Background: an optimization exercise with open tools, aiming at a short achievable clock period and few clock cycles. Do not read the settings as production practice. In this exercise RTL edits were held to simulation tests only and were not proved equivalent to the original.

// riscv_pipeline
module riscv_pipeline(
    input               clock,
    input               reset,
    output      [31:0]  imem_addr,
    input       [31:0]  imem_rdata,
    output      [31:0]  dmem_addr,
    output      [31:0]  dmem_wdata,
    output              dmem_we,
    input       [31:0]  dmem_rdata
    );
Size in the first run: about 5600 cells after synthesis, about 160 I/O pins.
export LEC_CHECK = 0
export CAP_MARGIN = 40
export CORE_MARGIN = 2
export CORE_UTILIZATION = 45
export SLEW_MARGIN = 40
export SYNTH_HIERARCHICAL = 1
export SYNTH_MINIMUM_KEEP_SIZE = 0
create_clock -name core_clock -period 12.0 [get_ports {clock}]
standard.sh (not shown) runs the stock make flow with config.mk's settings and CLKGATE_MAP_FILE= SYNTH_SCRIPT=/design/flow/synth_recipe.tcl, a recipe that flattens the netlist after the stock synthesis.
==> flow/flow/run.sh <==
#!/bin/bash
# Layout: the standard flow (standard.sh, standard synthesis unchanged),
# with a timing-repair target well below the 12 ns clock, so that the repair
# works on every path and not only on ones that fail 12 ns; repairs may use
# any cell footprint, and the port buffers are strong buffers rather than the
# default delay cell. Everything else is the standard flow.
set -uo pipefail
bash standard.sh \
    SETUP_SLACK_MARGIN=8.3 \
    MATCH_CELL_FOOTPRINT=0 \
    'BUFFER_PORTS_ARGS=-buffer_cell sky130_fd_sc_hd__buf_8' \
    finish > standard_flow.log 2>&1
status=$?
cp -f orfs/logs/*/*/*/*.log . 2>/dev/null || true
exit $status
Testbench counts at the start, summed over its fixed seeds: cycles 26,076.
Edit:
--- a/flow/design.v
+++ b/flow/design.v
@@ -259,48 +259,49 @@
     wire [19:0] f_hi_t;
     sel20 F_TARGET_HI (.a(f_hi_c), .b(f_hi_nc), .s(f_lo[12]), .q(f_hi_t));
     wire [31:0] f_target = {f_hi_t, f_lo[11:0]};
     wire [31:0] f_inc    = fpc + 32'd1;
     wire [31:0] f_other  = d_stall ? fpc : f_inc;
     wire        f_take   = f_same & ~d_stall;
     wire [31:0] f_seq, f_next;
     sel32 F_SEQ  (.a(f_target), .b(f_other), .s(f_take), .q(f_seq));
-    sel32 F_NEXT (.a(d_target & ~{32{reset}}), .b(f_seq), .s(d_redirect | reset), .q(f_next));
+    sel32 F_NEXT (.a(d_target), .b(f_seq), .s(d_redirect), .q(f_next));
     wire [4:0] n_rs1 = d_stall ? d_rs1 : imem_rdata[19:15];
     wire [4:0] n_rs2 = d_stall ? d_rs2 : imem_rdata[24:20];
     wire [31:0] f_rf1, f_rf2;
     wire [991:0] rf_flat;
     genvar gi;
     generate
         for (gi = 1; gi < 32; gi = gi + 1) begin : flat
             assign rf_flat[32*gi-1 -: 32] = rf[gi];
         end
     endgenerate
     rf_read RD1 (.r(rf_flat), .sel(imem_rdata[19:15]), .q(f_rf1));
     rf_read RD2 (.r(rf_flat), .sel(imem_rdata[24:20]), .q(f_rf2));
     wire       n_xwe = d_go & d_we;
     wire       n_wwe = x_valid & x_we;
     always @(posedge clock) begin
-        fpc <= f_next;
         if (reset) begin
+            fpc     <= 32'd0;
             d_valid <= 1'b0;
             d_dep1  <= 1'b0;
             d_dep2  <= 1'b0;
             d_byp1  <= 1'b0;
             d_byp2  <= 1'b0;
             d_pby1  <= 1'b0;
             d_pby2  <= 1'b0;
             x_valid <= 1'b0;
             x_we    <= 1'b0;
             x_lw    <= 1'b0;
             w_we    <= 1'b0;
             p_we    <= 1'b0;
             m_we    <= 1'b0;
         end else begin
+            fpc     <= f_next;
             if (!d_stall)
                 d_valid <= ~d_redirect;
             d_dep1  <= n_xwe & (d_rd == n_rs1);
             d_dep2  <= n_xwe & (d_rd == n_rs2);
             d_byp1  <= n_wwe & (x_rd == n_rs1);
             d_byp2  <= n_wwe & (x_rd == n_rs2);
             d_pby1  <= w_we & (w_rd == n_rs1);
             d_pby2  <= w_we & (w_rd == n_rs2);
Clock-buffer cell count drops by 16.
Design area goes down by about 0.8%.
Non-clock buffer count falls by 39.
Worst hold slack is better by 0.0064 ns.
Global-route usage drops by 0.92 points.
Testbench counts after the change, summed over its fixed seeds: cycles 26,076.

==> static timing again, ports no longer ideal <==
The results above use ideal ports. As a check the final layouts listed here were re-extracted and re-timed, cells and wires unchanged.
Step 1, drivers: a clkbuf_16 drives clock and a buf_2 each remaining input, both assumed.
Step 2, shift: input delay + t, output delay - t, t = (earliest + latest rising clock arrival at the registers) / 2. This alone moves slack from input paths to output paths.
Slacks: ideal ports / drivers / drivers and shift; pairs: ideal ports / drivers.
run | shift t [ns] | setup slack, ns | worst register clock-pin slew, ns
the first run | 0.895 | 8.012 / 7.995 / 7.099 | 0.07 / 0.07
the second run | 0.899 | 7.828 / 7.828 / 7.040 | 0.07 / 0.07
After both steps setup and hold are still met in every run listed. The setup slack of the first run, which loses most, moves by -0.017 ns with the drivers and by -0.913 ns with both steps.
